From an optimization exercise on the open Yosys and OpenROAD flow, aimed at a short achievable clock period and few clock cycles; shortcuts taken in it are not production practice.
At most, simulation tests tie the RTL to the original design; equivalence was not proved.
Power figures rest on the tool's default switching activity, not on a simulated workload.

==> run Y <==
==> flow/design.v (excerpt) <==
module cpu (
    input   logic        clk,
    input   logic        reset,
    input   logic        run_i,
    input   logic        continue_i,
    output  logic [15:0] hex_display_debug,
    output  logic [15:0] led_o,
    output  logic        paused_o,
    input   logic [15:0] mem_rdata,
    output  logic [15:0] mem_wdata,
    output  logic [15:0] mem_addr,
    output  logic        mem_mem_ena,
    output  logic        mem_wr_ena
);
make LEC_CHECK=0 ABC_CLOCK_PERIOD_IN_PS=2300 CAP_MARGIN=20 CORE_MARGIN=2 CORE_UTILIZATION=40 SETUP_SLACK_MARGIN=4.5 SLEW_MARGIN=20 TNS_END_PERCENT=20 finish   # period 7.0 ns
run.sh (not shown) runs the stock make flow with config.mk's settings and CLKGATE_MAP_FILE= SYNTH_SCRIPT=/design/flow/synth_recipe.tcl, a recipe that flattens the netlist after the stock synthesis.
==> inputs of run D, as changes to run Y <==
--- a/flow/design.v
+++ b/flow/design.v
@@ -588,11 +588,11 @@
     localparam int R_PC1  = 16;   
     localparam int R_PRED = 32;   
     localparam int RW     = 33;
     localparam int E_IR    = 0;    
     localparam int E_PC1   = 16;   
-    localparam int E_TGT   = 32;   
+    localparam int E_OFF   = 32;   
     localparam int E_DR    = 48;   
     localparam int E_SR1I  = 56;   
     localparam int E_SR2I  = 59;   
     localparam int E_DRI   = 62;   
     localparam int E_ADD   = 65;
@@ -610,22 +610,26 @@
     localparam int E_ALU   = 77;
     localparam int E_IMM   = 78;
     localparam int E_PRED  = 79;
     localparam int E_ZOFF  = 80;   
     localparam int EW      = 81;
-    function automatic logic [15:0] add16(input logic [15:0] a, input logic [15:0] b);
+    function automatic logic [15:0] add16c(input logic [15:0] a, input logic [15:0] b, input logic ci);
         logic [15:0] g, p, t;
         g = a & b;
         p = a ^ b;
+        g[0] = g[0] | (p[0] & ci);
         t = p;
         for (int d = 1; d < 16; d = d * 2) begin
             for (int i = 15; i >= d; i--) begin
                 g[i] = g[i] | (t[i] & g[i-d]);
                 t[i] = t[i] & t[i-d];
             end
         end
-        add16 = p ^ {g[14:0], 1'b0};
+        add16c = p ^ {g[14:0], ci};
+    endfunction
+    function automatic logic [15:0] add16(input logic [15:0] a, input logic [15:0] b);
+        add16 = add16c(a, b, 1'b0);
     endfunction
     function automatic logic [EW-1:0] decode(input logic [RW-1:0] r);
         logic [EW-1:0] e;
         logic [15:0] w, pc1, off;
         logic [3:0]  op;
@@ -648,11 +652,11 @@
         d    = fjsr ? 3'd7 : w[11:9];
         off  = fjsr ? {{5{w[10]}}, w[10:0]} : {{7{w[8]}}, w[8:0]};
         e = '0;
         e[E_IR  +: 16] = w;
         e[E_PC1 +: 16] = pc1;
-        e[E_TGT +: 16] = add16(pc1, off);
+        e[E_OFF +: 16] = off;
         e[E_DR  +: 8]  = 8'b1 << d;
         e[E_SR1I +: 3] = s1;
         e[E_SR2I +: 3] = s2;
         e[E_DRI  +: 3] = d;
         e[E_ADD]   = fadd;
@@ -683,11 +687,13 @@
     logic [15:0] pa, pd;
     logic        pw;            
     logic        p_v;           
     logic [15:0] p_pc1;
     logic        p_pred;
-    logic        p_ld, p_wreg, p_wcc, p_hn;
+    logic        p_ld, p_wreg, p_wcc;
+    logic        st_v, st_hx;   
+    logic [15:0] sa;            
     logic [2:0]  p_dr;
     logic        s1_v, s1_ld, s1_wreg, s1_wcc, s1_pred;
     logic [2:0]  s1_dr;
     logic [15:0] s1_pc1;
     logic        s2_v, s2_ld, s2_wreg, s2_wcc, s2_pred;
@@ -695,20 +701,22 @@
     logic [15:0] s2_pc1;
     logic          xv;
     logic [EW-1:0] xe;
     logic [15:0]   opa, opb;    
     logic [2:0]    qcnt;
-    logic [RW-1:0] q0, q1, q2, q3;
+    logic [1:0]    qh, qt;      
+    logic [RW-1:0] qd [0:3];
     logic        smc_r;
-    logic [15:0] x_ir, x_pc1, x_tgt;
+    logic [15:0] x_ir, x_pc1, x_tgt, x_tgt1;
     logic [7:0]  x_droh;
     logic [2:0]  x_dri;
     logic        x_add, x_and, x_br, x_jmp, x_jsr, x_ldr, x_str, x_pse;
     logic        x_wr, x_alu, x_pred, x_zoff;
     assign x_ir    = xe[E_IR  +: 16];
     assign x_pc1   = xe[E_PC1 +: 16];
-    assign x_tgt   = xe[E_TGT +: 16];
+    assign x_tgt   = add16c(x_pc1, xe[E_OFF +: 16], 1'b0);
+    assign x_tgt1  = add16c(x_pc1, xe[E_OFF +: 16], 1'b1);
     assign x_droh  = xe[E_DR  +: 8];
     assign x_dri   = xe[E_DRI  +: 3];
     assign x_add   = xe[E_ADD];
     assign x_and   = xe[E_AND];
     assign x_br    = xe[E_BR];
@@ -731,16 +739,16 @@
     assign alu_n = alu_res[15];
     logic cond;
     assign cond = (x_ir[11] & cc_n) | (x_ir[10] & cc_z) | (x_ir[9] & cc_p);
     logic x_fire, x_taken, x_redir, redir, x_mem;
     logic [15:0] raddr, raddr1;
-    assign x_fire  = xv & ~(pw & p_hn) & ~smc_r;
+    assign x_fire  = xv & ~st_hx & ~smc_r;
     assign x_taken = ((x_br & cond) | x_jsr) & ~x_zoff;
     assign x_redir = x_fire & (x_jmp | (x_taken != x_pred) | (x_pred & ~(x_br | x_jsr)));
     assign redir   = smc_r | x_redir;
     assign raddr   = smc_r ? xpc : (x_jmp ? opa : (x_taken ? x_tgt : x_pc1));
-    assign raddr1  = smc_r ? (xpc + 16'd1) : (x_jmp ? (opa + 16'd1) : (x_taken ? (x_tgt + 16'd1) : (x_pc1 + 16'd1)));
+    assign raddr1  = smc_r ? (xpc + 16'd1) : (x_jmp ? (opa + 16'd1) : (x_taken ? x_tgt1 : (x_pc1 + 16'd1)));
     assign x_mem   = x_fire & (x_ldr | x_str);
     logic kill_cc;
     assign kill_cc = x_fire & (x_alu | x_ldr);
     function automatic logic kill_reg(input logic [2:0] d);
         kill_reg = x_fire & x_wr & (x_dri == d);
@@ -778,11 +786,11 @@
     assign ld_cc = s2_v & s2_ld & s2_wcc & ~kill_cc;
     logic          n_v, n_q;
     logic [EW-1:0] nxe;
     assign n_q  = (qcnt != 3'd0);
     assign n_v  = n_q | arr_fetch;
-    assign nxe  = n_q ? decode(q0) : decode(arr_r);
+    assign nxe  = n_q ? decode(qd[qh]) : decode(arr_r);
     logic       l0_v, l1_v, l2_v, l0_c, l1_c, l2_c;
     logic [2:0] l0_d, l1_d, l2_d;
     assign l0_v = x_fire & x_ldr;                  
     assign l0_d = x_dri;
     assign l0_c = x_fire & x_ldr;
@@ -815,17 +823,17 @@
         else if (ld_we & (s2_dr == r))   rd_fwd = mem_rdata;
         else                             rd_fwd = rf[r*16 +: 16];
     endfunction
     logic [15:0] pa1;
     logic        hit;
-    assign pa1 = pa + 16'd1;
-    assign hit = pw & (
+    assign pa1 = sa + 16'd1;
+    assign hit = st_v & (
                    (xv & (x_pc1 == pa1))
-                 | ((qcnt > 3'd0) & (q0[R_PC1 +: 16] == pa1))
-                 | ((qcnt > 3'd1) & (q1[R_PC1 +: 16] == pa1))
-                 | ((qcnt > 3'd2) & (q2[R_PC1 +: 16] == pa1))
-                 | ((qcnt > 3'd3) & (q3[R_PC1 +: 16] == pa1))
+                 | ((qcnt > 3'd0) & (qd[qh]        [R_PC1 +: 16] == pa1))
+                 | ((qcnt > 3'd1) & (qd[qh + 2'd1] [R_PC1 +: 16] == pa1))
+                 | ((qcnt > 3'd2) & (qd[qh + 2'd2] [R_PC1 +: 16] == pa1))
+                 | ((qcnt > 3'd3) & (qd[qh + 2'd3] [R_PC1 +: 16] == pa1))
                  | (s1_v & ~s1_ld & (s1_pc1 == pa1))
                  | (s2_v & ~s2_ld & (s2_pc1 == pa1)));
     assign paused_o = run_st[1];
     assign led_o = pse_ir;
     assign hex_display_debug = pse_ir;
@@ -835,11 +843,13 @@
         opb <= nxe[E_IMM] ? {{11{nxe[4]}}, nxe[4:0]} : rd_fwd(n_sr2);
         pd     <= opb;
         p_dr   <= x_dri;
         p_wreg <= 1'b1;
         p_wcc  <= 1'b1;
-        p_hn   <= (agen == x_pc1);
+        st_v   <= x_mem & x_str;
+        st_hx  <= x_mem & x_str & (agen == x_pc1);
+        if (x_mem & x_str) sa <= agen;
         s1_ld   <= p_ld;
         s1_dr   <= p_dr;
         s1_wreg <= p_wreg & ~kill_reg(p_dr);
         s1_wcc  <= p_wcc & ~kill_cc;
         s1_pc1  <= p_pc1;
@@ -852,30 +862,11 @@
         s2_pred <= s1_pred;
         if (x_fire & x_taken & ~x_pred) begin
             btb_tag[x_pc[2:0]] <= x_pc[15:3];
             btb_tgt[x_pc[2:0]] <= x_tgt;
         end
-        if (ent & n_q) begin
-            q0 <= q1;
-            q1 <= q2;
-            q2 <= q3;
-            if (arr_fetch) begin
-                case (qcnt)
-                    3'd1: q0 <= arr_r;
-                    3'd2: q1 <= arr_r;
-                    3'd3: q2 <= arr_r;
-                    default: q3 <= arr_r;
-                endcase
-            end
-        end else if (arr_fetch & ~(ent & ~n_q)) begin
-            case (qcnt)
-                3'd0: q0 <= arr_r;
-                3'd1: q1 <= arr_r;
-                3'd2: q2 <= arr_r;
-                default: q3 <= arr_r;
-            endcase
-        end
+        if (arr_fetch) qd[qt] <= arr_r;
     end
     always_ff @(posedge clk) begin
         if (reset) begin
             run_st <= S_HALT;
             rf     <= '0;
@@ -893,10 +884,12 @@
             p_ld   <= 1'b0;
             s1_v   <= 1'b0;
             s2_v   <= 1'b0;
             xv     <= 1'b0;
             qcnt   <= '0;
+            qh     <= '0;
+            qt     <= '0;
             smc_r  <= 1'b0;
             btb_v  <= '0;
         end else begin
             case (run_st)
                 S_HALT: if (run_i) run_st <= S_RUN;
@@ -919,11 +912,11 @@
                 cc_z <= (mem_rdata == 16'h0);
                 cc_p <= ~mem_rdata[15] & (mem_rdata != 16'h0);
             end
             if (x_fire) xpc <= x_redir ? raddr : x_pc1;
             if (x_fire & x_taken & ~x_pred) btb_v[x_pc[2:0]] <= 1'b1;
-            if (pw & (btb_tag[pa[2:0]] == pa[15:3])) btb_v[pa[2:0]] <= 1'b0;
+            if (st_v & (btb_tag[sa[2:0]] == sa[15:3])) btb_v[sa[2:0]] <= 1'b0;
             smc_r <= hit;
             if (x_mem) begin
                 pa   <= agen;
                 pw   <= x_str;
                 p_ld <= x_ldr;
@@ -942,13 +935,16 @@
             s1_v <= (p_fetch & ~redir) | p_ld;
             s2_v <= s1_v & ~(redir & ~s1_ld);
             xv <= ent;
             if (redir) begin
                 qcnt <= '0;
-            end else if (ent & n_q) begin
-                if (~arr_fetch) qcnt <= qcnt - 3'd1;
-            end else if (arr_fetch & ~ent) begin
-                qcnt <= qcnt + 3'd1;
+                qh   <= '0;
+                qt   <= '0;
+            end else begin
+                if (ent & n_q) qh <= qh + 2'd1;
+                if (arr_fetch & ~(ent & ~n_q)) qt <= qt + 2'd1;
+                if ((ent & n_q) & ~arr_fetch) qcnt <= qcnt - 3'd1;
+                else if (arr_fetch & ~ent) qcnt <= qcnt + 3'd1;
             end
         end
     end
 endmodule
==> flow/flow/run.sh (new file) <==
#!/bin/bash
# Standard layout, with a plain buffer (not a delay buffer) on every port.
set -euo pipefail
export BUFFER_PORTS_ARGS="-buffer_cell sky130_fd_sc_hd__buf_4"
bash standard.sh finish > run_standard.log 2>&1
==> flow/standard.sh (new file) <==
#!/bin/bash
# synth_recipe.tcl (not shown) runs the flow's synth.tcl, then flattens the netlist and writes it again
# the make line also repeats each setting of config.mk as NAME=value (left out here)
make -C /OpenROAD-flow-scripts/flow DESIGN_CONFIG=/design/flow/config.mk WORK_HOME=/design/flow/orfs CLKGATE_MAP_FILE= SYNTH_SCRIPT=/design/flow/synth_recipe.tcl "${@:-finish}"
ABC_CLOCK_PERIOD_IN_PS = 2200   (was 2300)
SETUP_SLACK_MARGIN = 4.6   (was 4.5)
removed: flow/run.sh
==> notes.md <==
flip-flop and latch area=19500 um2; vias in the first global route=between 30000 and 40000; Die Y-Extent=approximately 340 um; status=complete, no violations; switching share of total power=41.4%; antenna violations before repair=3; vias per inst=between 6 and 7; crit path from=run_i; Tapcells=roughly 1400; GR Util met2=42.8%; Post-Syn Area=~44000 um2; commonest non-fill, non-tap cells in the layout=nand2_1, edfxtp_1, dfxtp_1; chip width=about 340 um
The numbers above come from run D.

==> notes.md <==
Post-Syn Area=around 43000 um2; vias per inst=between 6 and 7; Die Y-Extent=approximately 330 um; chip width=about 330 um; antenna violations before repair=4; GR Util met2=approximately 42%; post-cts gate resize count=289; commonest non-fill, non-tap cells in the layout=nand2_1, dfxtp_1, edfxtp_1; flip-flop and latch area=between 15000 and 20000 um2; crit path from=mem_rdata[13]; main combinational cell family by area after synthesis=simple AND/OR/NAND/NOR gates; status=complete, no violations; switching share of total power=approximately two fifths; Tapcells=1403
The numbers above come from run Y.

Testbench counts of run D, summed over its fixed seeds: cycles 64,652.
Only the layout flow was run in run Y; the RTL was not checked for function there.

[afterwards: timing with drivers on the ports]
The results above use ideal ports. As a check the final layouts listed here were re-extracted and re-timed, cells and wires unchanged. Step 1 (the two cells are an assumption about what drives the block):
set clk [get_ports {clk}]
set_driving_cell -lib_cell sky130_fd_sc_hd__clkbuf_16 $clk
set_driving_cell -lib_cell sky130_fd_sc_hd__buf_2 [delete_from_list [all_inputs] $clk]
Step 2 adds t to the input delays and takes it off the output delays; t is the mean of the earliest and latest rising clock arrival at the registers after step 1. Input paths then give back, and output paths get back, about the clock's delay inside the block. a / b / c = no drivers / after step 1 / after step 2; a / b = the first two.
| run | t (ns) | setup WS [ns] | clock arrival spread, ns | cell pins on the clock port's net |
|---|---|---|---|---|
| run Y | 0.746 | 3.215 / 3.253 / 2.508 | 0.041 / 0.041 | 1 |
| run D | 0.748 | 3.577 / 3.584 / 2.856 | 0.027 / 0.028 | 1 |
After both steps every run listed still meets setup and hold. For run D, which loses most, drivers alone change the setup slack by +0.007 ns; drivers and shift together by -0.721 ns.
